This is an optimization exercise on Yosys and OpenROAD, whose aim is small area and a short achievable clock period, not a production implementation.
RTL that was checked went through simulation tests only; none was proved equivalent to the original.
No activity file was given, so power comes from the tool's default toggle rates.

// free_list
module free_list #(
    parameter LEN = 32 + 16,
    parameter LBITS = $clog2(LEN)
) (
    input wire i_clk,
    input wire i_rst_n,
    input wire [LBITS - 1:0] i_ret_p0,
    input wire [LBITS - 1:0] i_ret_p1,
    input wire [LBITS - 1:0] i_ret_p2,
    input wire [LBITS - 1:0] i_ret_p3,
    input wire [2:0] i_ret_count,
    input wire [2:0] i_req_count,
    output reg [LBITS - 1:0] o_req0,
    output reg [LBITS - 1:0] o_req1,
    output reg [LBITS - 1:0] o_req2,
    output reg [LBITS - 1:0] o_req3,
    output reg [2:0] o_req_count,
    output reg [LBITS - 1:0] o_avail_count
);
==> flow/config.mk <==
export PLATFORM = sky130hd
export DESIGN_NAME = free_list
export DESIGN_NICKNAME = free_list
export VERILOG_FILES = /design/flow/design.v
export SDC_FILE = /design/flow/constraint.sdc
export NUM_CORES = 4
export LEC_CHECK = 0
export ABC_AREA = 1
export CAP_MARGIN = 20
export CORE_MARGIN = 2
export CORE_UTILIZATION = 40
export CTS_BUF_LIST = sky130_fd_sc_hd__clkbuf_8
export CTS_CLUSTER_SIZE = 40
export SETUP_SLACK_MARGIN = 4.4
export SLEW_MARGIN = 20
export TNS_END_PERCENT = 5
==> flow/constraint.sdc <==
create_clock -name core_clock -period 7.0 [get_ports {i_clk}]
set_input_delay 1.4000 -clock core_clock [delete_from_list [all_inputs] [get_ports {i_clk}]]
set_output_delay 1.4000 -clock core_clock [all_outputs]
set_load 0.01 [all_outputs]
standard.sh (not shown) runs the stock make flow with config.mk's settings and CLKGATE_MAP_FILE= SYNTH_SCRIPT=/design/flow/synth_recipe.tcl, a recipe that flattens the netlist after the stock synthesis.
==> flow/flow/run.sh <==
#!/bin/bash
# The standard layout with two changes: the port buffers are plain buffers
# (sky130_fd_sc_hd__buf_1) instead of the default delay buffers, and Yosys's ABC
# maps the logic for area with "&get -n; &st; &dch; &nf; &put" (no buffering or
# sizing inside ABC; the resizer does that after placement). The flow scripts
# are copied unchanged apart from that ABC script. Each tool's log is kept under
# orfs/logs; the make output goes to standard.log.
set -euo pipefail
rm -rf scripts
cp -r "$FLOW_HOME/scripts" scripts
printf '&get -n\n&st\n&dch\n&nf\n&put\ntopo\n' > scripts/abc_area.script
export SCRIPTS_DIR="$PWD/scripts"
export BUFFER_PORTS_ARGS="-buffer_cell sky130_fd_sc_hd__buf_1"
bash standard.sh finish > standard.log 2>&1
The baseline completed with no timing, DRC or antenna violations.
Next try:
==> flow/flow/run.sh (replaced) <==
#!/bin/bash
# The standard layout, with the port buffers made of plain buffers
# (sky130_fd_sc_hd__buf_1) instead of the default delay buffers; the resizer
# may still resize them. Each tool's log is kept under orfs/logs; the make
# output goes to standard.log.
set -euo pipefail
export BUFFER_PORTS_ARGS="-buffer_cell sky130_fd_sc_hd__buf_1"
bash standard.sh finish > standard.log 2>&1
CTS_CLUSTER_SIZE = unset   (was 40)
TNS_END_PERCENT = 20   (was 5)
=>
- cell count went up by 15%
- fmax went up by 30%
- design area went up by 3.4%
- non-clock buffer count went down by 32
- combinational power went down by about 6%
- core utilization went down by 3.9 points
- die area went up by 11%
- flip-flop and latch count does not change
- synthesized area went up by 11%
- wire length went up by 4.9%
Next try:
SETUP_SLACK_MARGIN = 4.3   (was 4.4)
TNS_END_PERCENT = 5   (was 20)
After rerunning: The changed run went through all stages and came out clean; total power came out lower by 1.6%; area after synthesis does not change; count of clock-buffer cells in the layout came out higher by 1; critical path depth came out lower by 6; die area does not change; fmax came out lower by about 4.7%; via count came out lower by about 0.9%; routed wire length stays flat; sequential power came out higher by about 0.5%; sequential cell count is unchanged.
Next try:
SETUP_SLACK_MARGIN = 4.5   (was 4.3)
=>
- die area does not change
- cell count went up slightly
- count of clock-buffer cells in the layout went down by 1
- sequential cell count stays the same
- clock skew stays flat
- sequential power went down slightly
- sequential share of layout area went down by 0.63 points
- wire length went up slightly
- setup slack gains 0.10 ns

free_list, a different RTL version from the one above (not shown whole).
Size: roughly 1600 cells after synthesis, ~81 flip-flops, about 65 I/O pins, roughly 9600 um^2 of cells after synthesis.
// free_list
module free_list #(
    parameter LEN = 32 + 16,
    parameter LBITS = $clog2(LEN)
) (
    input wire i_clk,
    input wire i_rst_n,
    input wire [LBITS - 1:0] i_ret_p0,
    input wire [LBITS - 1:0] i_ret_p1,
    input wire [LBITS - 1:0] i_ret_p2,
    input wire [LBITS - 1:0] i_ret_p3,
    input wire [2:0] i_ret_count,
    input wire [2:0] i_req_count,
    output reg [LBITS - 1:0] o_req0,
    output reg [LBITS - 1:0] o_req1,
    output reg [LBITS - 1:0] o_req2,
    output reg [LBITS - 1:0] o_req3,
    output reg [2:0] o_req_count,
    output reg [LBITS - 1:0] o_avail_count
);
    localparam NN = 12;    
    reg [47:0] free;
    function automatic [1:0] sadd(input [1:0] x, input [1:0] y);
        sadd = {x[1] | y[1] | (x[0] & y[0]), x[0] | y[0]};
    endfunction
    wire [1:0] ncnt [0:NN - 1];
    wire [1:0] lo0 [0:NN - 1];
    wire [1:0] lo1 [0:NN - 1];
    wire [1:0] hi0 [0:NN - 1];
    wire [1:0] hi1 [0:NN - 1];
    genvar j;
    generate
        for (j = 0; j < NN; j = j + 1) begin : g_nib
            wire a = free[4 * j], b = free[4 * j + 1], c = free[4 * j + 2], d = free[4 * j + 3];
            assign ncnt[j] = {(a & b) | (a & c) | (a & d) | (b & c) | (b & d) | (c & d), a | b | c | d};
            assign lo0[j] = a ? 2'd0 : b ? 2'd1 : c ? 2'd2 : 2'd3;
            assign lo1[j] = (a & b) ? 2'd1 : ((a | b) & c) ? 2'd2 : 2'd3;
            assign hi0[j] = d ? 2'd3 : c ? 2'd2 : b ? 2'd1 : 2'd0;
            assign hi1[j] = (d & c) ? 2'd2 : ((d | c) & b) ? 2'd1 : 2'd0;
  ...
==> flow/config.mk <==
export PLATFORM = sky130hd
export DESIGN_NAME = free_list
export DESIGN_NICKNAME = free_list
export VERILOG_FILES = /design/flow/design.v
export SDC_FILE = /design/flow/constraint.sdc
export NUM_CORES = 4
export LEC_CHECK = 0
export ABC_AREA = 1
export CAP_MARGIN = 20
export CORE_MARGIN = 2
export CORE_UTILIZATION = 40
export SETUP_SLACK_MARGIN = 4.8
export SLEW_MARGIN = 20
==> flow/constraint.sdc <==
create_clock -name core_clock -period 7.0 [get_ports {i_clk}]
set_input_delay 1.4000 -clock core_clock [delete_from_list [all_inputs] [get_ports {i_clk}]]
set_output_delay 1.4000 -clock core_clock [all_outputs]
set_load 0.01 [all_outputs]
run.sh (not shown) runs the stock make flow with config.mk's settings and CLKGATE_MAP_FILE= SYNTH_SCRIPT=/design/flow/synth_recipe.tcl, a recipe that flattens the netlist after the stock synthesis.
Stock flow here: none of the scripts above is used.
Rerun with:
- CORE_UTILIZATION: 40 -> 65
- SETUP_SLACK_MARGIN: 4.8 -> 4.5
Now the flow died in global routing (5_1_grt) (GRT-0232).
Area after synthesis does not change.
Synthesized cell count does not change.
Rerun with:
- CORE_UTILIZATION: 65 -> 52
- TNS_END_PERCENT: not set -> 5
Result: Now the flow finished clean. Synthesized cell count does not change. Synthesized area stays the same.
Rerun with:
- CORE_UTILIZATION: 52 -> 40
After rerunning: Routed wire length climbs by a few percent. Cell area came out higher by a few percent. Core utilization fell by 14 points. Synthesized cell count is unchanged. Sequential share of layout area shrinks by 0.38 points. Die area rose by a quarter to a third. Power drops slightly. Non-clock buffer count went up by 10. Setup slack improves by 0.14 ns.
Rerun with:
- SETUP_SLACK_MARGIN: 4.5 -> 4.3
Outcome: Via count drops by 1.7%; critical path depth is unchanged; design area drops by about 7%; first-iteration DRC count climbs by 9.7%.
Rerun with:
- SETUP_SLACK_MARGIN: 4.3 -> 4.5
- TNS_END_PERCENT: 5 -> not set
=>
- non-clock buffer count climbs by 71
- final area rises by 12%
- combinational power grows by 6.6%
- power grows by 4.0%
No run of this note included a check of the RTL's function; only the layout flow was run.

[what the ideal ports hide]
How much do the figures lean on ideal ports? The routed layouts below were timed once more, with nothing changed but the port constraints. Step 1, drivers: a clkbuf_16 drives i_clk and a buf_2 each remaining input, both assumed. Step 2 moves the port delays by t, midway between the first and last clock arrival at a register: inputs arrive t later, outputs are due t later. That takes back most of the time a late clock gives input paths. a / b / c = no drivers / after step 1 / after step 2; a / b = the first two.
| run | shift t [ns] | setup slack, ns | cell pins on the clock port's net |
|---|---|---|---|
| the first run of note 1 | 0.431 | 3.620 / 3.620 / 3.434 | 1 |
| the second run of note 1 | 0.444 | 4.393 / 4.349 / 3.906 | 1 |
| the third run of note 1 | 0.426 | 4.264 / 4.287 / 3.861 | 1 |
| the fourth run of note 1 | 0.441 | 4.367 / 4.356 / 3.915 | 1 |
| the first run of note 2 | 0.410 | 4.431 / 4.451 / 4.041 | 1 |
| the third run of note 2 | 0.402 | 4.148 / 4.176 / 3.773 | 1 |
| the fourth run of note 2 | 0.410 | 4.285 / 4.251 / 3.890 | 1 |
| the fifth run of note 2 | 0.403 | 4.161 / 4.142 / 3.786 | 1 |
| the sixth run of note 2 | 0.410 | 4.382 / 4.348 / 3.938 | 1 |
After both steps every run listed still meets setup and hold. For the second run of note 1, which loses most, drivers alone change the setup slack by -0.044 ns; drivers and shift together by -0.487 ns.
